Source: an optimization exercise on an open RTL-to-GDS flow (aim: small area). Production flows keep margins and buffers that such runs may drop. Where RTL was checked, it was by simulation tests only, not by an equivalence proof against the original. For run 1, only the layout was checked, not whether the RTL still works. Power and IR drop assume default switching activity.

## flow/config.mk

```make
export PLATFORM = sky130hd
export DESIGN_NAME = pe_array
export DESIGN_NICKNAME = pe_array
export VERILOG_FILES = /design/flow/design.v
export SDC_FILE = /design/flow/constraint.sdc
export NUM_CORES = 4
export LEC_CHECK = 0
export ABC_AREA = 1
export CAP_MARGIN = 20
export CORE_MARGIN = 2
export CORE_UTILIZATION = 60
export CTS_CLUSTER_DIAMETER = 70
export CTS_CLUSTER_SIZE = 20
export SLEW_MARGIN = 20
export SYNTH_HIERARCHICAL = 1
```

## flow/constraint.sdc

```tcl
create_clock -name core_clock -period 6.0 [get_ports {clk_i}]
set_input_delay 1.2000 -clock core_clock [delete_from_list [all_inputs] [get_ports {clk_i}]]
set_output_delay 1.2000 -clock core_clock [all_outputs]
set_load 0.01 [all_outputs]
```

## flow/design.v

```verilog
module fa (input a, input b, input c, output s, output co);
  assign s  = a ^ b ^ c;
  assign co = (a & b) | (c & (a ^ b));
endmodule
module ha (input a, input b, output s, output co);
  assign s  = a ^ b;
  assign co = a & b;
endmodule
module pe_array(
  input  clk_i,
  input  rst_ni,
  input  clr_i,
  output clr_o,
  input  we_i,
  output we_o,
  input  [1:0] mode_i,
  input  [64-1:0] srca_word_i,
  output [64-1:0] srca_word_o,
  input  [8-1:0] srcb_i,
  output [64-1:0] wordp_o
);
  reg         run_q, acc_q;
  reg  [63:0] srca_q;
  reg  [55:0] b_q;       
  reg  [8:1]  c_q;       
  reg         c9_q;
  reg  [9:0]  we_q;
  reg  [63:0] wordp_q;
  always @(posedge clk_i or negedge rst_ni) begin
    if (!rst_ni) begin
      run_q <= 1'b0; acc_q <= 1'b0;
      srca_q <= 64'd0; b_q <= 56'd0; c_q <= 8'd0; we_q <= 10'd0;
    end else begin
      run_q  <= 1'b1;
      acc_q  <= run_q & ~acc_q;
      srca_q <= srca_word_i;
      b_q    <= {b_q[47:0], srcb_i};
      c_q    <= {c_q[7:1], clr_i};
      we_q   <= {we_q[8:0], we_i};
    end
  end
  always @(posedge clk_i) c9_q <= c_q[8];
  wire [9:1]  cc  = {c9_q, c_q};
  wire [63:0] psum;
  wire        maxm = (mode_i == 2'b01);   
  function automatic pgt(input [15:0] p, input [7:0] a);
    reg [7:0] x, y;
    reg       c;
    integer   i;
    begin
      x = {~p[7], p[6:0]};
      y = {~a[7], a[6:0]};
      c = 1'b0;
      for (i = 0; i < 8; i = i + 1)
        c = (x[i] & ~y[i]) | (x[i] & c) | (~y[i] & c);
      pgt = (~p[15] & |p[15:7]) | ((~|p[15:7] | &p[15:7]) & c);
    end
  endfunction
  genvar j, k;
  generate for (j = 0; j < 4; j = j + 1) begin : g_pair
    localparam E = 2 * j + 1;
    localparam L = 2 * j;
    wire [7:0] ane = srca_word_i[8*E+7:8*E];   
    wire [7:0] anl = srca_word_i[8*L+7:8*L];
    wire [7:0] ae  = srca_q[8*E+7:8*E];        
    wire [7:0] al  = srca_q[8*L+7:8*L];
    wire [7:0] b   = b_q[8*E-1:8*E-8];         
    wire       adde = ~maxm & ~(cc[E+1] | cc[E+2]);
    wire       addl = ~maxm & ~(cc[L+1] | cc[L+2]);
    reg  [15:0] pe_q, r1_q, r2_q;
    reg         acc, comp, accc;
    always @(posedge clk_i or negedge rst_ni) begin
      if (!rst_ni) begin
        acc <= 1'b0; comp <= 1'b0; accc <= 1'b0;
      end else begin
        acc  <= run_q & ~acc_q;
        comp <= ~run_q | acc_q;
        accc <= run_q & ~acc_q & ~maxm;
      end
    end
    wire        accm = acc & ~accc;
    reg         gtme_q, gtml_q;  
    always @(posedge clk_i) begin
      gtme_q <= maxm & pgt(pe_q, ane);
      gtml_q <= maxm & pgt(r1_q, anl);
    end
    wire [7:0]  at = acc ? al : ane;
    wire        bon = accc | comp;
    wire [7:0]  bt = {{7{bon}} & b[7:1], (bon & b[0]) | (accm & ~gtml_q)};
    wire        z2l = acc & gtml_q & addl;
    wire        z1l = acc & (addl ^ gtml_q);
    wire [15:0] zt = ({16{z1l}} & r2_q) | ({16{z2l}} & {r2_q[14:0], 1'b0});
    wire [15:0] t;
    wire m_pp1;
    wire m_pp2;
    wire m_pp3;
    wire m_pp4;
    wire m_pp5;
    wire m_pp6;
    wire m_pp7;
    wire m_pp8;
    wire m_pp9;
    wire m_pp10;
    wire m_pp11;
    wire m_pp12;
    wire m_pp13;
    wire m_pp14;
    wire m_pp15;
    wire m_pp16;
    wire m_pp17;
    wire m_pp18;
    wire m_pp19;
    wire m_pp20;
    wire m_pp21;
    wire m_pp22;
    wire m_pp23;
    wire m_pp24;
    wire m_pp25;
    wire m_pp26;
    wire m_pp27;
    wire m_pp28;
    wire m_pp29;
    wire m_pp30;
    wire m_pp31;
    wire m_pp32;
    wire m_pp33;
    wire m_pp34;
    wire m_pp35;
    wire m_pp36;
    wire m_pp37;
    wire m_pp38;
    wire m_pp39;
    wire m_pp40;
    wire m_pp41;
    wire m_pp42;
    wire m_pp43;
    wire m_pp44;
    wire m_pp45;
    wire m_pp46;
    wire m_pp47;
    wire m_pp48;
    wire m_pp49;
    wire m_pp50;
    wire m_pp51;
    wire m_pp52;
    wire m_pp53;
    wire m_pp54;
    wire m_pp55;
    wire m_pp56;
    wire m_pp57;
    wire m_pp58;
    wire m_pp59;
    wire m_pp60;
    wire m_pp61;
    wire m_pp62;
    wire m_pp63;
    wire m_pp64;
    wire m_s65;
    wire m_c66;
    wire m_s67;
    wire m_c68;
    wire m_s69;
    wire m_c70;
    wire m_s71;
    wire m_c72;
    wire m_s73;
    wire m_c74;
    wire m_s75;
    wire m_c76;
    wire m_s77;
    wire m_c78;
    wire m_s79;
    wire m_c80;
    wire m_s81;
    wire m_c82;
    wire m_s83;
    wire m_c84;
    wire m_s85;
    wire m_c86;
    wire m_s87;
    wire m_c88;
    wire m_s89;
    wire m_c90;
    wire m_s91;
    wire m_c92;
    wire m_s93;
    wire m_c94;
    wire m_s95;
    wire m_c96;
    wire m_s97;
    wire m_c98;
    wire m_s99;
    wire m_c100;
    wire m_s101;
    wire m_c102;
    wire m_s103;
    wire m_c104;
    wire m_s105;
    wire m_c106;
    wire m_s107;
    wire m_c108;
    wire m_s109;
    wire m_c110;
    wire m_s111;
    wire m_c112;
    wire m_s113;
    wire m_c114;
    wire m_s115;
    wire m_c116;
    wire m_s117;
    wire m_c118;
    wire m_s119;
    wire m_c120;
    wire m_s121;
    wire m_c122;
    wire m_s123;
    wire m_c124;
    wire m_s125;
    wire m_c126;
    wire m_s127;
    wire m_c128;
    wire m_s129;
    wire m_c130;
    wire m_s131;
    wire m_c132;
    wire m_s133;
    wire m_c134;
    wire m_s135;
    wire m_c136;
    wire m_s137;
    wire m_c138;
    wire m_s139;
    wire m_c140;
    wire m_s141;
    wire m_c142;
    wire m_s143;
    wire m_c144;
    wire m_s145;
    wire m_c146;
    wire m_s147;
    wire m_c148;
    wire m_s149;
    wire m_c150;
    wire m_s151;
    wire m_c152;
    wire m_s153;
    wire m_c154;
    wire m_s155;
    wire m_c156;
    wire m_s157;
    wire m_c158;
    wire m_s159;
    wire m_c160;
    wire m_s161;
    wire m_c162;
    wire m_s163;
    wire m_c164;
    wire m_s165;
    wire m_c166;
    wire m_s167;
    wire m_c168;
    wire m_s169;
    wire m_c170;
    wire m_s171;
    wire m_c172;
    wire m_s173;
    wire m_c174;
    wire m_s175;
    wire m_c176;
    wire m_s177;
    wire m_c178;
    wire m_s179;
    wire m_c180;
    wire m_s181;
    wire m_c182;
    wire m_s183;
    wire m_c184;
    wire m_s185;
    wire m_c186;
    wire m_s187;
    wire m_c188;
    wire m_s189;
    wire m_c190;
    wire m_s191;
    wire m_c192;
    wire m_s193;
    wire m_c194;
    wire m_s195;
    wire m_c196;
    wire m_o197;
    wire m_o198;
    wire m_p199;
    wire m_o200;
    wire m_p201;
    wire m_o202;
    wire m_p203;
    wire m_o204;
    wire m_p205;
    wire m_k206;
    wire m_s207;
    wire m_c208;
    wire m_s209;
    wire m_c210;
    wire m_s211;
    wire m_c212;
    wire m_s213;
    wire m_c214;
    wire m_s215;
    wire m_c216;
    wire m_s217;
    wire m_o218;
    wire m_o219;
    wire m_p220;
    wire m_o221;
    wire m_p222;
    wire m_o223;
    wire m_p224;
    wire m_o225;
    wire m_p226;
    wire m_o227;
    wire m_p228;
    wire m_o229;
    assign m_pp1 = at[0] & bt[0];
    assign m_pp2 = at[0] & bt[1];
    assign m_pp3 = at[0] & bt[2];
    assign m_pp4 = at[0] & bt[3];
    assign m_pp5 = at[0] & bt[4];
    assign m_pp6 = at[0] & bt[5];
    assign m_pp7 = at[0] & bt[6];
    assign m_pp8 = ~(at[0] & bt[7]);
    assign m_pp9 = at[1] & bt[0];
    assign m_pp10 = at[1] & bt[1];
    assign m_pp11 = at[1] & bt[2];
    assign m_pp12 = at[1] & bt[3];
    assign m_pp13 = at[1] & bt[4];
    assign m_pp14 = at[1] & bt[5];
    assign m_pp15 = at[1] & bt[6];
    assign m_pp16 = ~(at[1] & bt[7]);
    assign m_pp17 = at[2] & bt[0];
    assign m_pp18 = at[2] & bt[1];
    assign m_pp19 = at[2] & bt[2];
    assign m_pp20 = at[2] & bt[3];
    assign m_pp21 = at[2] & bt[4];
    assign m_pp22 = at[2] & bt[5];
    assign m_pp23 = at[2] & bt[6];
    assign m_pp24 = ~(at[2] & bt[7]);
    assign m_pp25 = at[3] & bt[0];
    assign m_pp26 = at[3] & bt[1];
    assign m_pp27 = at[3] & bt[2];
    assign m_pp28 = at[3] & bt[3];
    assign m_pp29 = at[3] & bt[4];
    assign m_pp30 = at[3] & bt[5];
    assign m_pp31 = at[3] & bt[6];
    assign m_pp32 = ~(at[3] & bt[7]);
    assign m_pp33 = at[4] & bt[0];
    assign m_pp34 = at[4] & bt[1];
    assign m_pp35 = at[4] & bt[2];
    assign m_pp36 = at[4] & bt[3];
    assign m_pp37 = at[4] & bt[4];
    assign m_pp38 = at[4] & bt[5];
    assign m_pp39 = at[4] & bt[6];
    assign m_pp40 = ~(at[4] & bt[7]);
    assign m_pp41 = at[5] & bt[0];
    assign m_pp42 = at[5] & bt[1];
    assign m_pp43 = at[5] & bt[2];
    assign m_pp44 = at[5] & bt[3];
    assign m_pp45 = at[5] & bt[4];
    assign m_pp46 = at[5] & bt[5];
    assign m_pp47 = at[5] & bt[6];
    assign m_pp48 = ~(at[5] & bt[7]);
    assign m_pp49 = at[6] & bt[0];
    assign m_pp50 = at[6] & bt[1];
    assign m_pp51 = at[6] & bt[2];
    assign m_pp52 = at[6] & bt[3];
    assign m_pp53 = at[6] & bt[4];
    assign m_pp54 = at[6] & bt[5];
    assign m_pp55 = at[6] & bt[6];
    assign m_pp56 = ~(at[6] & bt[7]);
    assign m_pp57 = ~(at[7] & bt[0]);
    assign m_pp58 = ~(at[7] & bt[1]);
    assign m_pp59 = ~(at[7] & bt[2]);
    assign m_pp60 = ~(at[7] & bt[3]);
    assign m_pp61 = ~(at[7] & bt[4]);
    assign m_pp62 = ~(at[7] & bt[5]);
    assign m_pp63 = ~(at[7] & bt[6]);
    assign m_pp64 = at[7] & bt[7];
    ha u_m_s65 (.a(m_pp14), .b(m_pp21), .s(m_s65), .co(m_c66));
    fa u_m_s67 (.a(m_pp15), .b(m_pp22), .c(m_pp29), .s(m_s67), .co(m_c68));
    ha u_m_s69 (.a(m_pp36), .b(m_pp43), .s(m_s69), .co(m_c70));
    fa u_m_s71 (.a(1'b1), .b(m_pp16), .c(m_pp23), .s(m_s71), .co(m_c72));
    fa u_m_s73 (.a(m_pp30), .b(m_pp37), .c(m_pp44), .s(m_s73), .co(m_c74));
    fa u_m_s75 (.a(m_pp24), .b(m_pp31), .c(m_pp38), .s(m_s75), .co(m_c76));
    ha u_m_s77 (.a(m_pp12), .b(m_pp19), .s(m_s77), .co(m_c78));
    fa u_m_s79 (.a(m_pp13), .b(m_pp20), .c(m_pp27), .s(m_s79), .co(m_c80));
    ha u_m_s81 (.a(m_pp34), .b(m_pp41), .s(m_s81), .co(m_c82));
    fa u_m_s83 (.a(m_pp28), .b(m_pp35), .c(m_pp42), .s(m_s83), .co(m_c84));
    fa u_m_s85 (.a(m_pp49), .b(m_pp7), .c(m_s65), .s(m_s85), .co(m_c86));
    fa u_m_s87 (.a(m_pp50), .b(m_pp57), .c(m_pp8), .s(m_s87), .co(m_c88));
    fa u_m_s89 (.a(m_c66), .b(m_s69), .c(m_s67), .s(m_s89), .co(m_c90));
    fa u_m_s91 (.a(m_pp51), .b(m_pp58), .c(m_c70), .s(m_s91), .co(m_c92));
    fa u_m_s93 (.a(m_c68), .b(m_s71), .c(m_s73), .s(m_s93), .co(m_c94));
    fa u_m_s95 (.a(m_pp45), .b(m_pp52), .c(m_pp59), .s(m_s95), .co(m_c96));
    fa u_m_s97 (.a(m_c72), .b(m_c74), .c(m_s75), .s(m_s97), .co(m_c98));
    fa u_m_s99 (.a(m_pp32), .b(m_pp39), .c(m_pp46), .s(m_s99), .co(m_c100));
    fa u_m_s101 (.a(m_pp53), .b(m_pp60), .c(m_c76), .s(m_s101), .co(m_c102));
    fa u_m_s103 (.a(m_pp40), .b(m_pp47), .c(m_pp54), .s(m_s103), .co(m_c104));
    ha u_m_s105 (.a(m_pp11), .b(m_pp18), .s(m_s105), .co(m_c106));
    fa u_m_s107 (.a(m_pp26), .b(m_pp33), .c(m_pp5), .s(m_s107), .co(m_c108));
    fa u_m_s109 (.a(m_pp6), .b(m_c78), .c(m_s81), .s(m_s109), .co(m_c110));
    fa u_m_s111 (.a(m_c82), .b(m_c80), .c(m_s83), .s(m_s111), .co(m_c112));
    fa u_m_s113 (.a(m_c84), .b(m_s87), .c(m_c86), .s(m_s113), .co(m_c114));
    fa u_m_s115 (.a(m_c88), .b(m_s91), .c(m_c90), .s(m_s115), .co(m_c116));
    fa u_m_s117 (.a(m_s95), .b(m_c92), .c(m_c94), .s(m_s117), .co(m_c118));
    fa u_m_s119 (.a(m_c96), .b(m_s99), .c(m_s101), .s(m_s119), .co(m_c120));
    fa u_m_s121 (.a(m_pp61), .b(m_c100), .c(m_s103), .s(m_s121), .co(m_c122));
    fa u_m_s123 (.a(m_pp48), .b(m_pp55), .c(m_pp62), .s(m_s123), .co(m_c124));
    ha u_m_s125 (.a(m_pp10), .b(m_pp17), .s(m_s125), .co(m_c126));
    fa u_m_s127 (.a(m_pp25), .b(m_pp4), .c(m_s105), .s(m_s127), .co(m_c128));
    fa u_m_s129 (.a(m_c106), .b(m_s77), .c(m_s107), .s(m_s129), .co(m_c130));
    fa u_m_s131 (.a(m_c108), .b(m_s79), .c(m_s109), .s(m_s131), .co(m_c132));
    fa u_m_s133 (.a(m_c110), .b(m_s85), .c(m_s111), .s(m_s133), .co(m_c134));
    fa u_m_s135 (.a(m_c112), .b(m_s89), .c(m_s113), .s(m_s135), .co(m_c136));
    fa u_m_s137 (.a(m_s93), .b(m_c114), .c(m_s115), .s(m_s137), .co(m_c138));
    fa u_m_s139 (.a(m_s97), .b(m_c116), .c(m_s117), .s(m_s139), .co(m_c140));
    fa u_m_s141 (.a(m_c98), .b(m_c118), .c(m_s119), .s(m_s141), .co(m_c142));
    fa u_m_s143 (.a(m_c102), .b(m_s121), .c(m_c120), .s(m_s143), .co(m_c144));
    fa u_m_s145 (.a(m_c104), .b(m_s123), .c(m_c122), .s(m_s145), .co(m_c146));
    fa u_m_s147 (.a(m_pp56), .b(m_pp63), .c(m_c124), .s(m_s147), .co(m_c148));
    fa u_m_s149 (.a(m_pp2), .b(m_pp9), .c(zt[1]), .s(m_s149), .co(m_c150));
    fa u_m_s151 (.a(m_pp3), .b(m_s125), .c(zt[2]), .s(m_s151), .co(m_c152));
    fa u_m_s153 (.a(m_c126), .b(m_s127), .c(zt[3]), .s(m_s153), .co(m_c154));
    fa u_m_s155 (.a(m_c128), .b(m_s129), .c(zt[4]), .s(m_s155), .co(m_c156));
    fa u_m_s157 (.a(m_c130), .b(m_s131), .c(zt[5]), .s(m_s157), .co(m_c158));
    fa u_m_s159 (.a(m_c132), .b(m_s133), .c(zt[6]), .s(m_s159), .co(m_c160));
    fa u_m_s161 (.a(m_c134), .b(m_s135), .c(zt[7]), .s(m_s161), .co(m_c162));
    fa u_m_s163 (.a(m_c136), .b(m_s137), .c(zt[8]), .s(m_s163), .co(m_c164));
    fa u_m_s165 (.a(m_c138), .b(m_s139), .c(zt[9]), .s(m_s165), .co(m_c166));
    fa u_m_s167 (.a(m_c140), .b(m_s141), .c(zt[10]), .s(m_s167), .co(m_c168));
    fa u_m_s169 (.a(m_c142), .b(m_s143), .c(zt[11]), .s(m_s169), .co(m_c170));
    fa u_m_s171 (.a(m_s145), .b(m_c144), .c(zt[12]), .s(m_s171), .co(m_c172));
    fa u_m_s173 (.a(m_s147), .b(m_c146), .c(zt[13]), .s(m_s173), .co(m_c174));
    fa u_m_s175 (.a(m_pp64), .b(m_c148), .c(zt[14]), .s(m_s175), .co(m_c176));
    ha u_m_s177 (.a(m_pp1), .b(zt[0]), .s(m_s177), .co(m_c178));
    ha u_m_s179 (.a(m_s149), .b(m_c178), .s(m_s179), .co(m_c180));
    fa u_m_s181 (.a(m_c150), .b(m_s151), .c(m_c180), .s(m_s181), .co(m_c182));
    fa u_m_s183 (.a(m_c152), .b(m_s153), .c(m_c182), .s(m_s183), .co(m_c184));
    fa u_m_s185 (.a(m_c154), .b(m_s155), .c(m_c184), .s(m_s185), .co(m_c186));
    ha u_m_s187 (.a(m_c156), .b(m_s157), .s(m_s187), .co(m_c188));
    fa u_m_s189 (.a(m_c158), .b(m_s159), .c(m_c188), .s(m_s189), .co(m_c190));
    fa u_m_s191 (.a(m_c160), .b(m_s161), .c(m_c190), .s(m_s191), .co(m_c192));
    fa u_m_s193 (.a(m_c162), .b(m_s163), .c(m_c192), .s(m_s193), .co(m_c194));
    fa u_m_s195 (.a(m_c164), .b(m_s165), .c(m_c194), .s(m_s195), .co(m_c196));
    assign m_o197 = m_s187 ^ m_c186;
    assign m_o198 = m_s189 ^ (m_c186 & m_s187);
    assign m_p199 = m_s187 & m_s189;
    assign m_o200 = m_s191 ^ (m_c186 & m_p199);
    assign m_p201 = m_p199 & m_s191;
    assign m_o202 = m_s193 ^ (m_c186 & m_p201);
    assign m_p203 = m_p201 & m_s193;
    assign m_o204 = m_s195 ^ (m_c186 & m_p203);
    assign m_p205 = m_p203 & m_s195;
    assign m_k206 = m_c196 | (m_c186 & m_p205);
    ha u_m_s207 (.a(m_c166), .b(m_s167), .s(m_s207), .co(m_c208));
    fa u_m_s209 (.a(m_c168), .b(m_s169), .c(m_c208), .s(m_s209), .co(m_c210));
    fa u_m_s211 (.a(m_c170), .b(m_s171), .c(m_c210), .s(m_s211), .co(m_c212));
    fa u_m_s213 (.a(m_c172), .b(m_s173), .c(m_c212), .s(m_s213), .co(m_c214));
    fa u_m_s215 (.a(m_c174), .b(m_s175), .c(m_c214), .s(m_s215), .co(m_c216));
    assign m_s217 = zt[15] ^ m_c176 ^ m_c216;
    assign m_o218 = m_s207 ^ m_k206;
    assign m_o219 = m_s209 ^ (m_k206 & m_s207);
    assign m_p220 = m_s207 & m_s209;
    assign m_o221 = m_s211 ^ (m_k206 & m_p220);
    assign m_p222 = m_p220 & m_s211;
    assign m_o223 = m_s213 ^ (m_k206 & m_p222);
    assign m_p224 = m_p222 & m_s213;
    assign m_o225 = m_s215 ^ (m_k206 & m_p224);
    assign m_p226 = m_p224 & m_s215;
    assign m_o227 = m_s217 ^ (m_k206 & m_p226);
    assign m_p228 = m_p226 & m_s217;
    assign m_o229 = ~m_o227;
    assign t = {m_o229, m_o225, m_o223, m_o221, m_o219, m_o218, m_o204, m_o202, m_o200, m_o198, m_o197, m_s185, m_s183, m_s181, m_s179, m_s177};
    wire        z2e = acc & gtme_q & adde;
    wire        z1e = comp | (acc & (adde ^ gtme_q));
    wire [15:0] ze = ({16{z1e}} & pe_q) | ({16{z2e}} & {pe_q[14:0], 1'b0});
    wire        mxe = accm & ~gtme_q;
    wire [15:0] xe = ({16{accc}} & r1_q) | ({16{mxe}} & {{8{ae[7]}}, ae});
    wire [15:0] pe_d;
    wire a_s1;
    wire a_c2;
    wire a_s3;
    wire a_c4;
    wire a_s5;
    wire a_c6;
    wire a_s7;
    wire a_c8;
    wire a_s9;
    wire a_c10;
    wire a_s11;
    wire a_c12;
    wire a_s13;
    wire a_c14;
    wire a_s15;
    wire a_c16;
    wire a_s17;
    wire a_c18;
    wire a_s19;
    wire a_c20;
    wire a_s21;
    wire a_c22;
    wire a_s23;
    wire a_c24;
    wire a_s25;
    wire a_c26;
    wire a_s27;
    wire a_c28;
    wire a_s29;
    wire a_c30;
    wire a_s31;
    wire a_o32;
    wire a_o33;
    wire a_p34;
    wire a_o35;
    wire a_p36;
    wire a_o37;
    wire a_p38;
    wire a_o39;
    wire a_p40;
    wire a_o41;
    wire a_p42;
    wire a_o43;
    wire a_p44;
    wire a_o45;
    wire a_p46;
    ha u_a_s1 (.a(xe[0]), .b(ze[0]), .s(a_s1), .co(a_c2));
    fa u_a_s3 (.a(xe[1]), .b(ze[1]), .c(a_c2), .s(a_s3), .co(a_c4));
    fa u_a_s5 (.a(xe[2]), .b(ze[2]), .c(a_c4), .s(a_s5), .co(a_c6));
    fa u_a_s7 (.a(xe[3]), .b(ze[3]), .c(a_c6), .s(a_s7), .co(a_c8));
    fa u_a_s9 (.a(xe[4]), .b(ze[4]), .c(a_c8), .s(a_s9), .co(a_c10));
    fa u_a_s11 (.a(xe[5]), .b(ze[5]), .c(a_c10), .s(a_s11), .co(a_c12));
    fa u_a_s13 (.a(xe[6]), .b(ze[6]), .c(a_c12), .s(a_s13), .co(a_c14));
    fa u_a_s15 (.a(xe[7]), .b(ze[7]), .c(a_c14), .s(a_s15), .co(a_c16));
    ha u_a_s17 (.a(xe[8]), .b(ze[8]), .s(a_s17), .co(a_c18));
    fa u_a_s19 (.a(xe[9]), .b(ze[9]), .c(a_c18), .s(a_s19), .co(a_c20));
    fa u_a_s21 (.a(xe[10]), .b(ze[10]), .c(a_c20), .s(a_s21), .co(a_c22));
    fa u_a_s23 (.a(xe[11]), .b(ze[11]), .c(a_c22), .s(a_s23), .co(a_c24));
    fa u_a_s25 (.a(xe[12]), .b(ze[12]), .c(a_c24), .s(a_s25), .co(a_c26));
    fa u_a_s27 (.a(xe[13]), .b(ze[13]), .c(a_c26), .s(a_s27), .co(a_c28));
    fa u_a_s29 (.a(xe[14]), .b(ze[14]), .c(a_c28), .s(a_s29), .co(a_c30));
    assign a_s31 = xe[15] ^ ze[15] ^ a_c30;
    assign a_o32 = a_s17 ^ a_c16;
    assign a_o33 = a_s19 ^ (a_c16 & a_s17);
    assign a_p34 = a_s17 & a_s19;
    assign a_o35 = a_s21 ^ (a_c16 & a_p34);
    assign a_p36 = a_p34 & a_s21;
    assign a_o37 = a_s23 ^ (a_c16 & a_p36);
    assign a_p38 = a_p36 & a_s23;
    assign a_o39 = a_s25 ^ (a_c16 & a_p38);
    assign a_p40 = a_p38 & a_s25;
    assign a_o41 = a_s27 ^ (a_c16 & a_p40);
    assign a_p42 = a_p40 & a_s27;
    assign a_o43 = a_s29 ^ (a_c16 & a_p42);
    assign a_p44 = a_p42 & a_s29;
    assign a_o45 = a_s31 ^ (a_c16 & a_p44);
    assign a_p46 = a_p44 & a_s31;
    assign pe_d = {a_o45, a_o43, a_o41, a_o39, a_o37, a_o35, a_o33, a_o32, a_s15, a_s13, a_s11, a_s9, a_s7, a_s5, a_s3, a_s1};
    always @(posedge clk_i) begin
      pe_q <= pe_d;
      r1_q <= t;
      r2_q <= r1_q;
    end
    wire [7:0] pl = acc ? r2_q[15:8] : r1_q[15:8];
    assign psum[8*E+7:8*E] = pe_q[15:8] & {8{~(acc & cc[E+2])}};
    assign psum[8*L+7:8*L] = pl & {8{~(acc & cc[L+2])}};
  end endgenerate
  generate for (k = 0; k < 8; k = k + 1) begin : g_out
    always @(posedge clk_i or negedge rst_ni) begin
      if (!rst_ni) wordp_q[8*k+7:8*k] <= 8'd0;
      else if (we_q[2+k]) wordp_q[8*k+7:8*k] <= psum[8*k+7:8*k];
    end
  end endgenerate
  assign clr_o       = c_q[1];
  assign we_o        = we_q[0];
  assign srca_word_o = srca_q;
  assign wordp_o     = wordp_q;
endmodule
```

## flow/flow/run.sh

```bash
#!/bin/bash
# The standard layout (standard synthesis, floorplan, placement, CTS, routing)
# with one change in how the layout is made: the port buffers use the
# smallest buffer cell (the resizer still upsizes any that need it).
set -o pipefail
bash standard.sh "BUFFER_PORTS_ARGS=-buffer_cell sky130_fd_sc_hd__buf_1" finish > standard.log 2>&1
```

## flow/standard.sh

```bash
#!/bin/bash
# synth_recipe.tcl (not shown) runs the flow's synth.tcl, then flattens the netlist and writes it again
# the make line also repeats each setting of config.mk as NAME=value (left out here)
make -C /OpenROAD-flow-scripts/flow DESIGN_CONFIG=/design/flow/config.mk WORK_HOME=/design/flow/orfs CLKGATE_MAP_FILE= SYNTH_SCRIPT=/design/flow/synth_recipe.tcl "${@:-finish}"
```

==> reports/metrics.csv, run 1 <==
metric,value,unit
layout_min_cycle_time,5.837,ns
critPathMaxFanout,18,
drc_errors,0,
route.antenna.remaining_nets,0,
skew,0.02129,ns
synth.avg_cell_area,9.595,sq um
synth_seq_area_share,0.3842,
required,6.48,ns
start_kind,flip-flop,
syn2layout_area_growth,15.41,%
syn_area,0.02389,sq mm
worstMarginPinSlew,0.8417,ns
ioPinCount,208,
clockBufferDepth,3,
fin_cells,3389,
wl,61670,um
utilization,0.6972,
synth_seq_cells,407,
crit_type,flip-flop to flip-flop,
grt.total_usage,0.3065,
io_buffers,207,
wl_per_cell,18.20,um
dp.cells,3328,
p_clk_frac,0.174,
syn_inst,2490,
setup_violations,0,
maxCapViolations,0,
p_int,7.371,mW
final_layout_size_suffix_gt1_frac,0.1089,
cts_tree,yes,
num_rows,73,
grt_pass1_vias,18930,
slew_violations,0,
cp.arrival,6.32,ns
ys.flop_type,dfrtp_1,
drtPass1Iterations,8,
vias,18530,
cts_made_buffers,30,
h-tree-depth,1,
outcome,finished clean,
place.gp.congestion,0.8953,
timing.rr.end,g_pair[2].r1_q[15]$_DFF_P_,
p_switching,5.171,mW
grt_pass1_wl,99370,um
final_area,0.02757,sq mm
hpwl,48280,um
irDropWorstVdd,0.0003913,V
insertion_delay,0.60,ns
placed_area,0.02641,sq mm
grt_max_degree,147,
grt_antenna_before_repair,1,
r2r-start,g_pair[3].acc$_DFF_PN0_,
core_area,0.03955,sq mm
fmax,171.3,MHz
critPathCapture,g_pair[2].r1_q[15]$_DFF_P_,
synthDistinctLibCells,42,
cts.clk_slew.worst_paths,0.08,ns
clock-sinks,407,
start_util,0.6041,
grt_overflow,0,
power-per-cell-area,454.9,mW/mm^2
hold_path.class,flip-flop to flip-flop,
critPathLaunch,g_pair[3].acc$_DFF_PN0_,
reg2regPathDepth,19,
p_leak,13.34,nW
async_reset_ff_frac,0.5061,
antennaDiodeCount,0,
worst_setup_path_end_kind,flip-flop,
ys.warnings.count,7,
r2r_slack,0.16,ns
hold_viol_final,0,
viasPerCell,5.469,
sequentialPowerShare,0.339,
hold_buffers,0,
synth_edf_count,0,
fp.dieArea,0.04143,sq mm
p_comb_frac,0.487,
switching_share,0.4123,
die_x,203.5,um
nNetsFinal,3274,
drtIter0Drc,1354,
rsz0062_at_grt,false,
die_h,203.5,um
maxSlewHeadroom,0.4389,
fin_crit_sh,0.9728,
cts-root-buf,clkbuf_16,
## cells in the mapped netlist (all sizes together), types with 4 or more instances
| library cell | instances | area, sq um |
|---|---|---|
| buf | 39 | 217.7 |
| ha | 60 | 750.7 |
| clkbuf | 20 | 75.07 |
| dfrtp | 206 | 5155 |
| inv | 428 | 1607 |
| nor2 | 282 | 1090 |
| o21ai | 176 | 925.9 |
| mux2i | 4 | 40.04 |
| nand3 | 124 | 670.7 |
| nand3b | 4 | 30.03 |
| o22ai | 168 | 1051 |
| xnor2 | 4 | 35.03 |
| or2 | 16 | 100.1 |
| nand4 | 38 | 237.7 |
| fa | 296 | 5926 |
| a21oi | 20 | 100.1 |
| a22o | 4 | 35.03 |
| a32o | 8 | 80.08 |
| a22oi | 4 | 45.05 |
| dfxtp | 201 | 4024 |
| nand2 | 333 | 1250 |
| a31oi | 4 | 25.02 |
| xor2 | 40 | 350.3 |
## worst max-delay path, stage by stage (launching register included)
cell and delay, ns:
dfrtp_4 0.58, buf_12 0.20, o21ai_0 0.27, buf_4 0.17, nand2_1 0.06, fa_1 0.50
fa_1 0.44, fa_1 0.46, fa_1 0.40, fa_1 0.50, ha_2 0.19, fa_2 0.33
fa_2 0.34, fa_2 0.34, fa_1 0.38, xor2_1 0.21, inv_1 0.07, nand2_1 0.07
nand2_1 0.06, xnor2_1 0.13
## state kept, by name, summed over array words and instances, names as in the netlist, 4 cells and up
signal	cells
g_pair.pe_q	64
c_q	8
g_pair.r2_q	64
we_q	10
g_pair.r1_q	64
g_pair.gtml_q	4
b_q	56
wordp_q	64
g_pair.gtme_q	4
srca_q	64
## cell usage in the layout, fill, tap and decap left out, types with 20 or more instances in the layout
cell,n
nor2_1,260
o22ai_1,168
nor2_2,21
fa_1,280
buf_1,206
dfrtp_1,205
buf_4,157
dfxtp_1,201
xor2_1,39
clkbuf_16,33
inv_1,411
nand2_1,332
nand4_1,38
o21ai_0,152
a21oi_1,20
ha_1,56
nand3_1,120
## power groups by stage
stage / Combinational [mW] / Clock [mW] / Sequential [mW]
6_report: 6.11 / 2.18 / 4.25
5_1_grt: 7.01 / 2.32 / 4.34
4_1_cts: 6.11 / 2.22 / 4.25
3_5_place_dp: 6.05 / 0 / 4.29
3_3_place_gp: 5.85 / 0 / 4.28
2_1_floorplan: 4.27 / 0 / 4.14
## per-module statistics from Yosys, one instance, submodules excluded
module	copies in the design	cells inside	cell area [sq um]
fa	296	1	20.02
pe_array	1	2146	17360
ha	48	1	12.51
## logic make-up after synthesis
kind of cell	Yosys count	synth area share
flops	407	0.3842
mux	4	0.001676
compound gates	390	0.09663
xor+xnor	44	0.01613
fa+ha+maj	356	0.2795
other cells	1	0.0001570
buf+inv	489	0.07987
simple gates	799	0.1419
## worst min-delay path by stage
stage | to | startpoint | slack [ns] | depth (start not counted)
after floorplan | g_pair[0].r2_q[1]$_DFF_P_ | g_pair[0].r1_q[1]$_DFF_P_ | 0.33 | 0
after global placement | b_q[17]$_DFF_PN0_ | b_q[9]$_DFF_PN0_ | 0.33 | 0
after detailed placement | b_q[21]$_DFF_PN0_ | b_q[13]$_DFF_PN0_ | 0.34 | 0
after CTS | g_pair[0].r2_q[5]$_DFF_P_ | g_pair[0].r1_q[5]$_DFF_P_ | 0.35 | 0
after global routing | b_q[21]$_DFF_PN0_ | b_q[13]$_DFF_PN0_ | 0.36 | 0
final | g_pair[1].r2_q[6]$_DFF_P_ | g_pair[1].r1_q[6]$_DFF_P_ | 0.35 | 0
## final cells by class
type                       count  area, sq um
inverter                     430         1618
sequential                   407         9183
multi-input combinational   1598        12930
clock buffer                  40        829.5
timing repair buffer         373         2141
tap                          525        656.9
clock inverter                16        212.7
fill                        3136        11980
## per-layer routing
layer  routed length, um  vias to the layer above  GRT usage
li1                    -                     8622          -
met1               26200                     9143     0.4278
met2               29470                      665     0.5041
met3                4215                      103    0.04858
met4                1777                        0    0.08186
met5                   0                        -          0
## per-stage QoR
stage / setup TNS [ns] / hold WS, ns / total power, mW / setup WS (ns)
floorplan: 0 / 0.3308 / 8.415 / 0.001923
global placement: -7.197 / 0.3317 / 10.12 / -0.4272
detailed placement: -9.949 / 0.3355 / 10.34 / -0.5643
CTS: 0 / 0.3519 / 12.58 / 0.006613
global route: 0 / 0.3598 / 13.68 / 0.0001652
finish: 0 / 0.3498 / 12.54 / 0.1633
## timing repair
action | CTS | global route
resized for setup | 0 | 30
endpoints found under the setup margin | 0 | 24
setup buffers | 0 | 3
==> run 2, diff against run 1 <==
--- a/flow/design.v
+++ b/flow/design.v
@@ -283,43 +283,45 @@
     wire m_c190;
     wire m_s191;
     wire m_c192;
-    wire m_s193;
-    wire m_c194;
-    wire m_s195;
-    wire m_c196;
-    wire m_o197;
+    wire m_o193;
+    wire m_o194;
+    wire m_p195;
+    wire m_o196;
+    wire m_p197;
     wire m_o198;
     wire m_p199;
-    wire m_o200;
-    wire m_p201;
-    wire m_o202;
-    wire m_p203;
-    wire m_o204;
-    wire m_p205;
-    wire m_k206;
+    wire m_k200;
+    wire m_s201;
+    wire m_c202;
+    wire m_s203;
+    wire m_c204;
+    wire m_s205;
+    wire m_c206;
     wire m_s207;
     wire m_c208;
-    wire m_s209;
-    wire m_c210;
-    wire m_s211;
-    wire m_c212;
-    wire m_s213;
-    wire m_c214;
-    wire m_s215;
-    wire m_c216;
+    wire m_o209;
+    wire m_o210;
+    wire m_p211;
+    wire m_o212;
+    wire m_p213;
+    wire m_o214;
+    wire m_p215;
+    wire m_k216;
     wire m_s217;
-    wire m_o218;
-    wire m_o219;
-    wire m_p220;
-    wire m_o221;
-    wire m_p222;
-    wire m_o223;
-    wire m_p224;
+    wire m_c218;
+    wire m_s219;
+    wire m_c220;
+    wire m_s221;
+    wire m_c222;
+    wire m_s223;
+    wire m_o224;
     wire m_o225;
     wire m_p226;
     wire m_o227;
     wire m_p228;
     wire m_o229;
+    wire m_p230;
+    wire m_o231;
     assign m_pp1 = at[0] & bt[0];
     assign m_pp2 = at[0] & bt[1];
     assign m_pp3 = at[0] & bt[2];
@@ -444,41 +446,43 @@
     ha u_m_s179 (.a(m_s149), .b(m_c178), .s(m_s179), .co(m_c180));
     fa u_m_s181 (.a(m_c150), .b(m_s151), .c(m_c180), .s(m_s181), .co(m_c182));
     fa u_m_s183 (.a(m_c152), .b(m_s153), .c(m_c182), .s(m_s183), .co(m_c184));
-    fa u_m_s185 (.a(m_c154), .b(m_s155), .c(m_c184), .s(m_s185), .co(m_c186));
-    ha u_m_s187 (.a(m_c156), .b(m_s157), .s(m_s187), .co(m_c188));
+    ha u_m_s185 (.a(m_c154), .b(m_s155), .s(m_s185), .co(m_c186));
+    fa u_m_s187 (.a(m_c156), .b(m_s157), .c(m_c186), .s(m_s187), .co(m_c188));
     fa u_m_s189 (.a(m_c158), .b(m_s159), .c(m_c188), .s(m_s189), .co(m_c190));
     fa u_m_s191 (.a(m_c160), .b(m_s161), .c(m_c190), .s(m_s191), .co(m_c192));
-    fa u_m_s193 (.a(m_c162), .b(m_s163), .c(m_c192), .s(m_s193), .co(m_c194));
-    fa u_m_s195 (.a(m_c164), .b(m_s165), .c(m_c194), .s(m_s195), .co(m_c196));
-    assign m_o197 = m_s187 ^ m_c186;
-    assign m_o198 = m_s189 ^ (m_c186 & m_s187);
-    assign m_p199 = m_s187 & m_s189;
-    assign m_o200 = m_s191 ^ (m_c186 & m_p199);
-    assign m_p201 = m_p199 & m_s191;
-    assign m_o202 = m_s193 ^ (m_c186 & m_p201);
-    assign m_p203 = m_p201 & m_s193;
-    assign m_o204 = m_s195 ^ (m_c186 & m_p203);
-    assign m_p205 = m_p203 & m_s195;
-    assign m_k206 = m_c196 | (m_c186 & m_p205);
-    ha u_m_s207 (.a(m_c166), .b(m_s167), .s(m_s207), .co(m_c208));
-    fa u_m_s209 (.a(m_c168), .b(m_s169), .c(m_c208), .s(m_s209), .co(m_c210));
-    fa u_m_s211 (.a(m_c170), .b(m_s171), .c(m_c210), .s(m_s211), .co(m_c212));
-    fa u_m_s213 (.a(m_c172), .b(m_s173), .c(m_c212), .s(m_s213), .co(m_c214));
-    fa u_m_s215 (.a(m_c174), .b(m_s175), .c(m_c214), .s(m_s215), .co(m_c216));
-    assign m_s217 = zt[15] ^ m_c176 ^ m_c216;
-    assign m_o218 = m_s207 ^ m_k206;
-    assign m_o219 = m_s209 ^ (m_k206 & m_s207);
-    assign m_p220 = m_s207 & m_s209;
-    assign m_o221 = m_s211 ^ (m_k206 & m_p220);
-    assign m_p222 = m_p220 & m_s211;
-    assign m_o223 = m_s213 ^ (m_k206 & m_p222);
-    assign m_p224 = m_p222 & m_s213;
-    assign m_o225 = m_s215 ^ (m_k206 & m_p224);
-    assign m_p226 = m_p224 & m_s215;
-    assign m_o227 = m_s217 ^ (m_k206 & m_p226);
-    assign m_p228 = m_p226 & m_s217;
-    assign m_o229 = ~m_o227;
-    assign t = {m_o229, m_o225, m_o223, m_o221, m_o219, m_o218, m_o204, m_o202, m_o200, m_o198, m_o197, m_s185, m_s183, m_s181, m_s179, m_s177};
+    assign m_o193 = m_s185 ^ m_c184;
+    assign m_o194 = m_s187 ^ (m_c184 & m_s185);
+    assign m_p195 = m_s185 & m_s187;
+    assign m_o196 = m_s189 ^ (m_c184 & m_p195);
+    assign m_p197 = m_p195 & m_s189;
+    assign m_o198 = m_s191 ^ (m_c184 & m_p197);
+    assign m_p199 = m_p197 & m_s191;
+    assign m_k200 = m_c192 | (m_c184 & m_p199);
+    ha u_m_s201 (.a(m_c162), .b(m_s163), .s(m_s201), .co(m_c202));
+    fa u_m_s203 (.a(m_c164), .b(m_s165), .c(m_c202), .s(m_s203), .co(m_c204));
+    fa u_m_s205 (.a(m_c166), .b(m_s167), .c(m_c204), .s(m_s205), .co(m_c206));
+    fa u_m_s207 (.a(m_c168), .b(m_s169), .c(m_c206), .s(m_s207), .co(m_c208));
+    assign m_o209 = m_s201 ^ m_k200;
+    assign m_o210 = m_s203 ^ (m_k200 & m_s201);
+    assign m_p211 = m_s201 & m_s203;
+    assign m_o212 = m_s205 ^ (m_k200 & m_p211);
+    assign m_p213 = m_p211 & m_s205;
+    assign m_o214 = m_s207 ^ (m_k200 & m_p213);
+    assign m_p215 = m_p213 & m_s207;
+    assign m_k216 = m_c208 | (m_k200 & m_p215);
+    ha u_m_s217 (.a(m_c170), .b(m_s171), .s(m_s217), .co(m_c218));
+    fa u_m_s219 (.a(m_c172), .b(m_s173), .c(m_c218), .s(m_s219), .co(m_c220));
+    fa u_m_s221 (.a(m_c174), .b(m_s175), .c(m_c220), .s(m_s221), .co(m_c222));
+    assign m_s223 = zt[15] ^ m_c176 ^ m_c222;
+    assign m_o224 = m_s217 ^ m_k216;
+    assign m_o225 = m_s219 ^ (m_k216 & m_s217);
+    assign m_p226 = m_s217 & m_s219;
+    assign m_o227 = m_s221 ^ (m_k216 & m_p226);
+    assign m_p228 = m_p226 & m_s221;
+    assign m_o229 = m_s223 ^ (m_k216 & m_p228);
+    assign m_p230 = m_p228 & m_s223;
+    assign m_o231 = ~m_o229;
+    assign t = {m_o231, m_o227, m_o225, m_o224, m_o214, m_o212, m_o210, m_o209, m_o198, m_o196, m_o194, m_o193, m_s183, m_s181, m_s179, m_s177};
     wire        z2e = acc & gtme_q & adde;
     wire        z1e = comp | (acc & (adde ^ gtme_q));
     wire [15:0] ze = ({16{z1e}} & pe_q) | ({16{z2e}} & {pe_q[14:0], 1'b0});
@@ -507,62 +511,70 @@
     wire a_c20;
     wire a_s21;
     wire a_c22;
-    wire a_s23;
-    wire a_c24;
-    wire a_s25;
-    wire a_c26;
-    wire a_s27;
-    wire a_c28;
-    wire a_s29;
-    wire a_c30;
-    wire a_s31;
-    wire a_o32;
-    wire a_o33;
-    wire a_p34;
-    wire a_o35;
-    wire a_p36;
-    wire a_o37;
-    wire a_p38;
-    wire a_o39;
-    wire a_p40;
-    wire a_o41;
-    wire a_p42;
+    wire a_o23;
+    wire a_o24;
+    wire a_p25;
+    wire a_o26;
+    wire a_p27;
+    wire a_o28;
+    wire a_p29;
+    wire a_o30;
+    wire a_p31;
+    wire a_k32;
+    wire a_s33;
+    wire a_c34;
+    wire a_s35;
+    wire a_c36;
+    wire a_s37;
+    wire a_c38;
+    wire a_s39;
+    wire a_c40;
+    wire a_s41;
+    wire a_o42;
     wire a_o43;
     wire a_p44;
     wire a_o45;
     wire a_p46;
+    wire a_o47;
+    wire a_p48;
+    wire a_o49;
+    wire a_p50;
     ha u_a_s1 (.a(xe[0]), .b(ze[0]), .s(a_s1), .co(a_c2));
     fa u_a_s3 (.a(xe[1]), .b(ze[1]), .c(a_c2), .s(a_s3), .co(a_c4));
     fa u_a_s5 (.a(xe[2]), .b(ze[2]), .c(a_c4), .s(a_s5), .co(a_c6));
     fa u_a_s7 (.a(xe[3]), .b(ze[3]), .c(a_c6), .s(a_s7), .co(a_c8));
     fa u_a_s9 (.a(xe[4]), .b(ze[4]), .c(a_c8), .s(a_s9), .co(a_c10));
     fa u_a_s11 (.a(xe[5]), .b(ze[5]), .c(a_c10), .s(a_s11), .co(a_c12));
-    fa u_a_s13 (.a(xe[6]), .b(ze[6]), .c(a_c12), .s(a_s13), .co(a_c14));
+    ha u_a_s13 (.a(xe[6]), .b(ze[6]), .s(a_s13), .co(a_c14));
     fa u_a_s15 (.a(xe[7]), .b(ze[7]), .c(a_c14), .s(a_s15), .co(a_c16));
-    ha u_a_s17 (.a(xe[8]), .b(ze[8]), .s(a_s17), .co(a_c18));
+    fa u_a_s17 (.a(xe[8]), .b(ze[8]), .c(a_c16), .s(a_s17), .co(a_c18));
     fa u_a_s19 (.a(xe[9]), .b(ze[9]), .c(a_c18), .s(a_s19), .co(a_c20));
     fa u_a_s21 (.a(xe[10]), .b(ze[10]), .c(a_c20), .s(a_s21), .co(a_c22));
-    fa u_a_s23 (.a(xe[11]), .b(ze[11]), .c(a_c22), .s(a_s23), .co(a_c24));
-    fa u_a_s25 (.a(xe[12]), .b(ze[12]), .c(a_c24), .s(a_s25), .co(a_c26));
-    fa u_a_s27 (.a(xe[13]), .b(ze[13]), .c(a_c26), .s(a_s27), .co(a_c28));
-    fa u_a_s29 (.a(xe[14]), .b(ze[14]), .c(a_c28), .s(a_s29), .co(a_c30));
-    assign a_s31 = xe[15] ^ ze[15] ^ a_c30;
-    assign a_o32 = a_s17 ^ a_c16;
-    assign a_o33 = a_s19 ^ (a_c16 & a_s17);
-    assign a_p34 = a_s17 & a_s19;
-    assign a_o35 = a_s21 ^ (a_c16 & a_p34);
-    assign a_p36 = a_p34 & a_s21;
-    assign a_o37 = a_s23 ^ (a_c16 & a_p36);
-    assign a_p38 = a_p36 & a_s23;
-    assign a_o39 = a_s25 ^ (a_c16 & a_p38);
-    assign a_p40 = a_p38 & a_s25;
-    assign a_o41 = a_s27 ^ (a_c16 & a_p40);
-    assign a_p42 = a_p40 & a_s27;
-    assign a_o43 = a_s29 ^ (a_c16 & a_p42);
-    assign a_p44 = a_p42 & a_s29;
-    assign a_o45 = a_s31 ^ (a_c16 & a_p44);
-    assign a_p46 = a_p44 & a_s31;
-    assign pe_d = {a_o45, a_o43, a_o41, a_o39, a_o37, a_o35, a_o33, a_o32, a_s15, a_s13, a_s11, a_s9, a_s7, a_s5, a_s3, a_s1};
+    assign a_o23 = a_s13 ^ a_c12;
+    assign a_o24 = a_s15 ^ (a_c12 & a_s13);
+    assign a_p25 = a_s13 & a_s15;
+    assign a_o26 = a_s17 ^ (a_c12 & a_p25);
+    assign a_p27 = a_p25 & a_s17;
+    assign a_o28 = a_s19 ^ (a_c12 & a_p27);
+    assign a_p29 = a_p27 & a_s19;
+    assign a_o30 = a_s21 ^ (a_c12 & a_p29);
+    assign a_p31 = a_p29 & a_s21;
+    assign a_k32 = a_c22 | (a_c12 & a_p31);
+    ha u_a_s33 (.a(xe[11]), .b(ze[11]), .s(a_s33), .co(a_c34));
+    fa u_a_s35 (.a(xe[12]), .b(ze[12]), .c(a_c34), .s(a_s35), .co(a_c36));
+    fa u_a_s37 (.a(xe[13]), .b(ze[13]), .c(a_c36), .s(a_s37), .co(a_c38));
+    fa u_a_s39 (.a(xe[14]), .b(ze[14]), .c(a_c38), .s(a_s39), .co(a_c40));
+    assign a_s41 = xe[15] ^ ze[15] ^ a_c40;
+    assign a_o42 = a_s33 ^ a_k32;
+    assign a_o43 = a_s35 ^ (a_k32 & a_s33);
+    assign a_p44 = a_s33 & a_s35;
+    assign a_o45 = a_s37 ^ (a_k32 & a_p44);
+    assign a_p46 = a_p44 & a_s37;
+    assign a_o47 = a_s39 ^ (a_k32 & a_p46);
+    assign a_p48 = a_p46 & a_s39;
+    assign a_o49 = a_s41 ^ (a_k32 & a_p48);
+    assign a_p50 = a_p48 & a_s41;
+    assign pe_d = {a_o49, a_o47, a_o45, a_o43, a_o42, a_o30, a_o28, a_o26, a_o24, a_o23, a_s11, a_s9, a_s7, a_s5, a_s3, a_s1};
     always @(posedge clk_i) begin
       pe_q <= pe_d;
       r1_q <= t;
--- a/flow/config.mk
+++ b/flow/config.mk
@@ -9,7 +9,8 @@
 export CAP_MARGIN = 20
 export CORE_MARGIN = 2
 export CORE_UTILIZATION = 60
-export CTS_CLUSTER_DIAMETER = 70
-export CTS_CLUSTER_SIZE = 20
+export CTS_BUF_LIST = sky130_fd_sc_hd__clkbuf_8
+export CTS_CLUSTER_DIAMETER = 50
+export CTS_CLUSTER_SIZE = 12
 export SLEW_MARGIN = 20
 export SYNTH_HIERARCHICAL = 1
==> run 2 against run 1 <==
Power decreased by 4.2%. Synthesized cell count increased by 0.80%. Largest cell class unchanged. Count of clock-buffer cells in the layout increased by 13. Highest routed layer unchanged.
==> reports/metrics.csv, run 2 <==
metric,value,unit,change
nNetsFinal,3261,,was 3274
wl,59190,um,was 61670 um
path_cells,buf_4 -> o21ai_0 -> buf_4 -> inv_2 -> nor2_1 -> fa_1 -> fa_1 -> fa_1 -> fa_1 -> fa_1 -> ha_1 -> fa_1 -> fa_1 -> fa_1 -> nand3_1 -> nand2_1 -> ha_1 -> xor2_1,,was buf_12 -> o21ai_0 -> buf_4 -> nand2_1 -> fa_1 -> fa_1 -> fa_1 -> fa_1 -> fa_1 -> ha_2 -> fa_2 -> fa_2 -> fa_2 -> fa_1 -> xor2_1 -> inv_1 -> nand2_1 -> nand2_1 -> xnor2_1
fp.dieArea,0.04190,sq mm,was 0.04143 sq mm
crit_family,adder cells,,unchanged
seqCellArea,0.009183,sq mm,unchanged
synth_edf_count,0,,unchanged
place.gp.congestion,0.9387,,was 0.8953
cts_made_buffers,46,,was 30
setup_violations,0,,unchanged
yosysTopAreaCellShare,0.2386,,was 0.2480
irDropWorstVdd,0.0003248,V,was 0.0003913 V
gr-usage-met3,0.04486,,was 0.04858
critPathMostFrequentCell,fa_1,,unchanged
fin_cells,3383,,was 3389
synth-simple-area-share,0.1465,,was 0.1419
multi_input_area,0.01306,sq mm,was 0.01293 sq mm
grt_pass1_wl,96140,um,was 99370 um
placed_area,0.02606,sq mm,was 0.02641 sq mm
worstMarginPinSlew,0.8806,ns,was 0.8417 ns
synth_mux_area_frac,0.002278,,was 0.001676
p_leak,13.32,nW,was 13.34 nW
grt-busiest-layer,met2,,unchanged
synth.area.top_cells,"fa_1 (24%), dfrtp_1 (21%), dfxtp_1 (17%), inv_1 (6.1%), nand2_1 (6.0%)",,"was fa_1 (25%), dfrtp_1 (22%), dfxtp_1 (17%), inv_1 (6.6%), nand2_1 (5.2%)"
utilization,0.6816,,was 0.6972
hold_viol_final,0,,unchanged
crit_path_top_delay_cell,dfrtp_4,,unchanged
synth_seq_area_share,0.3798,,was 0.3842
power-per-cell-area,443.6,mW/mm^2,was 454.9 mW/mm^2
grt.total_usage,0.2932,,was 0.3065
synth_fa_ha_area_frac,0.2779,,was 0.2795
cts-root-buf,clkbuf_8,,was clkbuf_16
use_met2,0.4785,,was 0.5041
route.antenna.remaining_nets,0,,unchanged
worst_setup_path_end_kind,flip-flop,,unchanged
synth_common_cells,"inv_1 (394), nand2_1 (389), fa_1 (288), nor2_1 (255), dfrtp_1 (206)",,"was inv_1 (419), nand2_1 (333), fa_1 (296), nor2_1 (275), dfrtp_1 (206)"
hold_path.class,flip-flop to flip-flop,,unchanged
grt_max_degree,153,,was 147
io_buffers,207,,unchanged
start_kind,flip-flop,,unchanged
crit_cells,18,,was 19
syn_area,0.02417,sq mm,was 0.02389 sq mm
synth_xor_area_frac,0.02211,,was 0.01613
synth_most_common_cell,inv_1,,unchanged
drtIter0Drc,928,,was 1354
critPathCapture,g_pair[3].r1_q[13]$_DFF_P_,,was g_pair[2].r1_q[15]$_DFF_P_
reg2regPathDepth,18,,was 19
final_area,0.02708,sq mm,was 0.02757 sq mm
skew,0.02212,ns,was 0.02129 ns
ys.flop_type,dfrtp_1,,unchanged
hpwl,46790,um,was 48280 um
viasPerCell,5.381,,was 5.469
die_h,204.7,um,was 203.5 um
final_layout_size_suffix_gt1_frac,0.08715,,was 0.1089
synth_top_area_cell,fa_1,,unchanged
cp.arrival,6.29,ns,was 6.32 ns
synth_seq_cells,407,,unchanged
outcome,finished clean,,unchanged
path_buf_inv,3,,unchanged
async_reset_ff_frac,0.5061,,unchanged
syn_inst,2510,,was 2490
syn2layout_area_growth,12.06,%,was 15.41%
ys.warnings.count,7,,unchanged
grt_antenna_before_repair,1,,unchanged
critPathMaxFanout,13,,was 18
clockBufferDepth,3,,unchanged
r2r-start,g_pair[3].acc$_DFF_PN0_,,unchanged
vias,18200,,was 18530
grt_pass1_vias,18790,,was 18930
fmax,173.1,MHz,was 171.3 MHz
insertion_delay,0.64,ns,was 0.60 ns
timing.rr.end,g_pair[3].r1_q[13]$_DFF_P_,,was g_pair[2].r1_q[15]$_DFF_P_
r2r_slack,0.22,ns,was 0.16 ns
clock-sinks,407,,unchanged
hold_buffers,0,,unchanged
maxCapViolations,0,,unchanged
cts_tree,yes,,unchanged
core_area,0.03973,sq mm,was 0.03955 sq mm
wl_per_cell,17.50,um,was 18.20 um
synth.avg_cell_area,9.628,sq um,was 9.595 sq um
use_met1,0.3990,,was 0.4278
start_util,0.6083,,was 0.6041
final_cell_mix,"inv_1 (415), nand2_1 (386), fa_1 (288)",,"was inv_1 (411), nand2_1 (332), fa_1 (280)"
final_common_cell,inv_1,,unchanged
cts.clk_slew.worst_paths,0.09,ns,was 0.08 ns
maxSlewHeadroom,0.4129,,was 0.4389
cp_slowest_stage_delay,0.65,ns,was 0.58 ns
ioPinCount,208,,unchanged
fin_crit_sh,0.9627,,was 0.9728
num-fill-cells,3238,,was 3136
synthDistinctLibCells,47,,was 42
drc_errors,0,,unchanged
required,6.51,ns,was 6.48 ns
synth-compound-area-share,0.09050,,was 0.09663
grt_overflow,0,,unchanged
drtPass1Iterations,7,,was 8
num_rows,73,,unchanged
critPathLaunch,g_pair[3].acc$_DFF_PN0_,,unchanged
h-tree-depth,2,,was 1
crit_type,flip-flop to flip-flop,,unchanged
dp.cells,3295,,was 3328
die_x,204.7,um,was 203.5 um
layout_min_cycle_time,5.776,ns,was 5.837 ns
slew_violations,0,,unchanged
synth_top_family_by_area,adder cells,,unchanged
[run 2: cell types whose count changed after synthesis, moves of 18 or more]
cell and delta:
o21ai_0 -29, inv_1 -25, nor2_1 -20, inv_2 +18, nand2_1 +56
[run 2: per-layer routing]
layer	up-vias	wire, um
met4	0	2065
li1	8605	-
met5	-	0
met3	115	2957
met2	478	28580
met1	9005	25590
[run 2: worst min-delay path by stage]
stage	slack [ns]	end	cells past startpoint	from
finish	0.34	g_pair[0].r2_q[1]$_DFF_P_	0	g_pair[0].r1_q[1]$_DFF_P_
global route	0.34	g_pair[0].r2_q[1]$_DFF_P_	0	g_pair[0].r1_q[1]$_DFF_P_
global placement	0.33	we_q[2]$_DFF_PN0_	0	we_q[1]$_DFF_PN0_
CTS	0.34	g_pair[0].r2_q[1]$_DFF_P_	0	g_pair[0].r1_q[1]$_DFF_P_
floorplan	0.33	g_pair[0].r2_q[1]$_DFF_P_	0	g_pair[0].r1_q[1]$_DFF_P_
detailed placement	0.33	b_q[16]$_DFF_PN0_	0	b_q[8]$_DFF_PN0_
[run 2: per-module statistics from Yosys, one instance, submodules excluded]
module,flops+latches,cells
ha,0,1
fa,0,1
pe_array,407,2166
[run 2: timing repair]
action	CTS	global route
setup endpoints to repair	0	12
gates resized for setup	0	6
setup buffers	0	1
[run 2: kinds of logic after synthesis]
family                   after synthesis
AO/OA/AOI/OAI                        371
XOR/XNOR                              61
adder cells (fa/ha/maj)              364
buffers and inverters                478
flip-flops                           407
multiplexers                           4
other                                  1
AND/OR/NAND/NOR                      824
[run 2: power by group]
| group | internal [mW] | switching (mW) |
|---|---|---|
| sequential | 3.64 | 0.622 |
| clock | 0.957 | 1.05 |
| combinational | 2.48 | 3.27 |
| total | 7.07 | 4.94 |
[run 2: worst register-to-register path, stage by stage, from the launching register on]
cell	delay [ns]
dfrtp_4	0.65
buf_4	0.24
o21ai_0	0.22
buf_4	0.18
inv_2	0.04
nor2_1	0.13
fa_1	0.44
fa_1	0.40
fa_1	0.51
fa_1	0.44
fa_1	0.47
ha_1	0.20
fa_1	0.38
fa_1	0.39
fa_1	0.46
nand3_1	0.10
nand2_1	0.09
ha_1	0.20
xor2_1	0.14
[run 2: per-stage QoR]
step | hold slack (ns) | setup WS (ns) | power [mW] | setup TNS [ns]
2_1_floorplan | 0.3308 | 0.1089 | 8.251 | 0
3_3_place_gp | 0.3318 | -0.2129 | 9.816 | -2.145
3_5_place_dp | 0.3347 | -0.2708 | 10.02 | -3.474
4_1_cts | 0.3360 | 0.09384 | 12.09 | 0
5_1_grt | 0.3397 | -0.0003428 | 13.14 | -0.0003428
6_report | 0.3405 | 0.2235 | 12.01 | 0
[run 2: area by class of cell]
cell class | instances | share of cell area
antenna | 1 | 0.00009240
tap | 525 | 0.02426
timing repair buffer | 312 | 0.05955
multi-input combinational | 1629 | 0.4823
inverter | 423 | 0.05882
clock inverter | 33 | 0.009009
clock buffer | 53 | 0.02694
sequential | 407 | 0.3391
==> run 3, diff against run 2 <==
--- a/flow/config.mk
+++ b/flow/config.mk
@@ -9,8 +9,7 @@
 export CAP_MARGIN = 20
 export CORE_MARGIN = 2
 export CORE_UTILIZATION = 60
-export CTS_BUF_LIST = sky130_fd_sc_hd__clkbuf_8
-export CTS_CLUSTER_DIAMETER = 50
-export CTS_CLUSTER_SIZE = 12
+export CTS_CLUSTER_DIAMETER = 70
+export CTS_CLUSTER_SIZE = 20
 export SLEW_MARGIN = 20
 export SYNTH_HIERARCHICAL = 1
==> run 3 against run 2 <==
Still clean. Core utilization hardly changed. First-iteration DRC count is 20% higher. Area after synthesis stayed put. Die area stayed put. Routed wire length is 0.82% lower. Count of clock-buffer cells in the layout is 16 lower. Sequential cell count stayed put. Critical path depth stayed put. Highest routed layer unchanged.
==> reports/metrics.csv, run 3 <==
metric,value,unit,change
outcome,finished clean,,unchanged
critPathLaunch,g_pair[0].accc$_DFF_PN0_,,was g_pair[3].acc$_DFF_PN0_
vias,18080,,was 18200
required,6.53,ns,was 6.51 ns
power-per-cell-area,443.8,mW/mm^2,was 443.6 mW/mm^2
clock-sinks,407,,unchanged
syn_inst,2510,,unchanged
irDropWorstVdd,0.0002659,V,was 0.0003248 V
die_h,204.7,um,unchanged
io_buffers,207,,unchanged
insertion_delay,0.59,ns,was 0.64 ns
synth_most_common_cell,inv_1,,unchanged
final_common_cell,inv_1,,unchanged
skew,0.01965,ns,was 0.02212 ns
layout_min_cycle_time,5.779,ns,was 5.776 ns
num-fill-cells,3229,,was 3238
hold_path.class,flip-flop to flip-flop,,unchanged
drtIter0Drc,1115,,was 928
syn_area,0.02417,sq mm,unchanged
hold_viol_final,0,,unchanged
ys.flop_type,dfrtp_1,,unchanged
start_kind,flip-flop,,unchanged
synth_top_area_cell,fa_1,,unchanged
fp.dieArea,0.04190,sq mm,unchanged
viasPerCell,5.398,,was 5.381
cts.clk_slew.worst_paths,0.09,ns,about the same
wl,58710,um,was 59190 um
synth_seq_area_share,0.3798,,unchanged
final_area,0.02707,sq mm,was 0.02708 sq mm
ioPinCount,208,,unchanged
core_area,0.03973,sq mm,unchanged
grt_antenna_before_repair,1,,unchanged
worstMarginPinSlew,0.9256,ns,was 0.8806 ns
placed_area,0.02606,sq mm,unchanged
h-tree-depth,1,,was 2
worst_setup_path_end_kind,flip-flop,,unchanged
num_rows,73,,unchanged
r2r-start,g_pair[0].accc$_DFF_PN0_,,was g_pair[3].acc$_DFF_PN0_
drtPass1Iterations,6,,was 7
fin_crit_sh,0.9632,,was 0.9627
drc_errors,0,,unchanged
grt_pass1_wl,95950,um,was 96140 um
cp.arrival,6.31,ns,was 6.29 ns
async_reset_ff_frac,0.5061,,unchanged
cts_tree,yes,,unchanged
fmax,173.0,MHz,was 173.1 MHz
p_leak,13.21,nW,was 13.32 nW
final_layout_size_suffix_gt1_frac,0.08324,,was 0.08715
grt_overflow,0,,unchanged
cts_made_buffers,29,,was 46
yosysTopAreaCellShare,0.2386,,unchanged
clockBufferDepth,3,,unchanged
synthDistinctLibCells,47,,unchanged
crit_type,flip-flop to flip-flop,,unchanged
final_cell_mix,"inv_1 (393), nand2_1 (385), fa_1 (288)",,"was inv_1 (415), nand2_1 (386), fa_1 (288)"
place.gp.congestion,0.9387,,unchanged
synth_common_cells,"inv_1 (394), nand2_1 (389), fa_1 (288), nor2_1 (255), dfrtp_1 (206)",,unchanged
ys.warnings.count,7,,unchanged
seqCellArea,0.009183,sq mm,unchanged
cts-root-buf,clkbuf_16,,was clkbuf_8
hp-start,g_pair[3].r1_q[4]$_DFF_P_,,was g_pair[0].r1_q[1]$_DFF_P_
nNetsFinal,3246,,was 3261
synth_edf_count,0,,unchanged
setup_violations,0,,unchanged
grt_pass1_vias,18630,,was 18790
slew_violations,0,,unchanged
wl_per_cell,17.53,um,was 17.50 um
grt_max_degree,153,,unchanged
multi_input_area,0.01306,sq mm,about the same
route.antenna.remaining_nets,0,,unchanged
hpwl,46790,um,unchanged
maxSlewHeadroom,0.3829,,was 0.4129
synth.avg_cell_area,9.628,sq um,unchanged
start_util,0.6083,,unchanged
critPathMaxFanout,28,,was 13
hold_buffers,0,,unchanged
maxCapViolations,0,,unchanged
synth_seq_cells,407,,unchanged
syn2layout_area_growth,12.03,%,was 12.06%
finalPower,12.02,mW,was 12.01 mW
rsz0062_at_grt,true,,
die_x,204.7,um,unchanged
synth.area.top_cells,"fa_1 (24%), dfrtp_1 (21%), dfxtp_1 (17%), inv_1 (6.1%), nand2_1 (6.0%)",,unchanged
grt.total_usage,0.2895,,was 0.2932
-- run 3: modules after synthesis, one instance, submodules excluded --
module    cells inside  times used
pe_array          2166           1
fa                   1         288
ha                   1          56
-- run 3: layout make-up --
type / instances / area share
clock inverters: 13 / 0.005222
diodes: 1 / 0.00009243
well taps: 525 / 0.02426
flip-flops and latches: 407 / 0.3392
clock buffers: 37 / 0.02976
inverters: 423 / 0.05883
multi-input cells: 1629 / 0.4825
repair buffers: 314 / 0.06017
-- run 3: kinds of logic (layout without fill, tap and decap cells) --
logic type,count (synthesis),in the layout,synth area share
AND/OR/NAND/NOR,824,824,0.1465
buffers and inverters,478,787,0.08071
flip-flops,407,407,0.3798
AO/OA/AOI/OAI,371,371,0.09050
adder cells (fa/ha/maj),364,364,0.2779
XOR/XNOR,61,61,0.02211
multiplexers,4,4,0.002278
other,1,6,0.0001552
-- run 3: path summary, 6_finish.rpt --
| path | depth (start not counted) | slack [ns] | to |
|---|---|---|---|
| max | 18 | 0.22 | g_pair[0].r1_q[13]$_DFF_P_ |
| min in group asynchronous | 2 | 0.67 | srca_q[34]$_DFF_PN0_ |
| max reg2reg | 18 | 0.22 | g_pair[0].r1_q[13]$_DFF_P_ |
| min | 0 | 0.34 | g_pair[3].r2_q[4]$_DFF_P_ |
| max in group asynchronous | 2 | 4.54 | srca_q[54]$_DFF_PN0_ |
| min reg2reg | 0 | 0.34 | g_pair[3].r2_q[4]$_DFF_P_ |
-- run 3: timing repair --
item / CTS / global route
resized for setup: 0 / 5
endpoints found under the setup margin: 0 / 12
buffers inserted: 0 / 3
-- run 3: routing by layer --
| layer | wire (um) | vias to the layer above | track usage | share of wire |
|---|---|---|---|---|
| met2 | 28860 | 465 | 0.4871 | 0.49 |
| met1 | 25300 | 8966 | 0.4003 | 0.43 |
| li1 | - | 8569 | - | - |
| met5 | 0 | - | 0 | 0 |
| met4 | 1555 | 0 | 0.07039 | 0.026 |
| met3 | 2989 | 78 | 0.03866 | 0.051 |
-- run 3: critical path, cell delays in order (launching register included) --
cell and delay, ns:
dfrtp_1 0.45, nor2_1 0.07, inv_1 0.07, buf_4 0.31, nand2_1 0.29, nor2_1 0.22, fa_1 0.45, fa_1 0.41
fa_1 0.52, fa_1 0.44, fa_1 0.47, ha_1 0.20, fa_1 0.38, fa_1 0.40, fa_1 0.51, nand3_1 0.07
nand2_1 0.12, ha_1 0.18, xor2_1 0.16
-- run 3: stage by stage --
stage                      TNS, ns  instances  utilization  worst slack (ns)  hold WS, ns
after global placement      -2.145       3295       0.6559           -0.2129       0.3318
after CTS                        0       3345       0.6797            0.1017       0.3449
after floorplan                  0       2514            -            0.1089       0.3308
final                            0       3349       0.6814            0.2206       0.3432
after detailed placement    -3.474       3295       0.6559           -0.2708       0.3347
after global routing      -0.04946       3348       0.6813          -0.02708       0.3364
-- run 3: power breakdown --
group,internal [mW],switching (mW),leakage (nW)
Sequential,3.64,0.619,4.14
Clock,0.977,1.03,0.462
Combinational,2.48,3.27,8.61
Total,7.09,4.92,13.2

==> what the ideal ports hide <==
No port has a modelled driver above. Below, the same layouts with a new extraction and two added sets of constraints.
Step 1 (the two cells are an assumption about what drives the block):
set clk [get_ports {clk_i}]
set_driving_cell -lib_cell sky130_fd_sc_hd__clkbuf_16 $clk
set_driving_cell -lib_cell sky130_fd_sc_hd__buf_2 [delete_from_list [all_inputs] $clk]
Step 2, shift: input delay + t, output delay - t, t = (earliest + latest rising clock arrival at the registers) / 2. This alone moves slack from input paths to output paths.
Three values: no drivers, after step 1, after step 2; two values: the first two.
run	t, ns	setup slack, ns	clock arrival spread, ns	worst data-port slew with drivers (ns)
run 1	0.641	0.163 / 0.163 / -0.440	0.023 / 0.023	0.06
run 2	0.681	0.224 / 0.224 / -0.264	0.026 / 0.027	0.07
run 3	0.637	0.221 / 0.221 / -0.272	0.030 / 0.030	0.07
With both steps, setup timing fails in every run listed, where it was met with ideal ports. For run 1, which loses most, drivers alone change the setup slack by 0.000 ns; drivers and shift together by -0.603 ns.
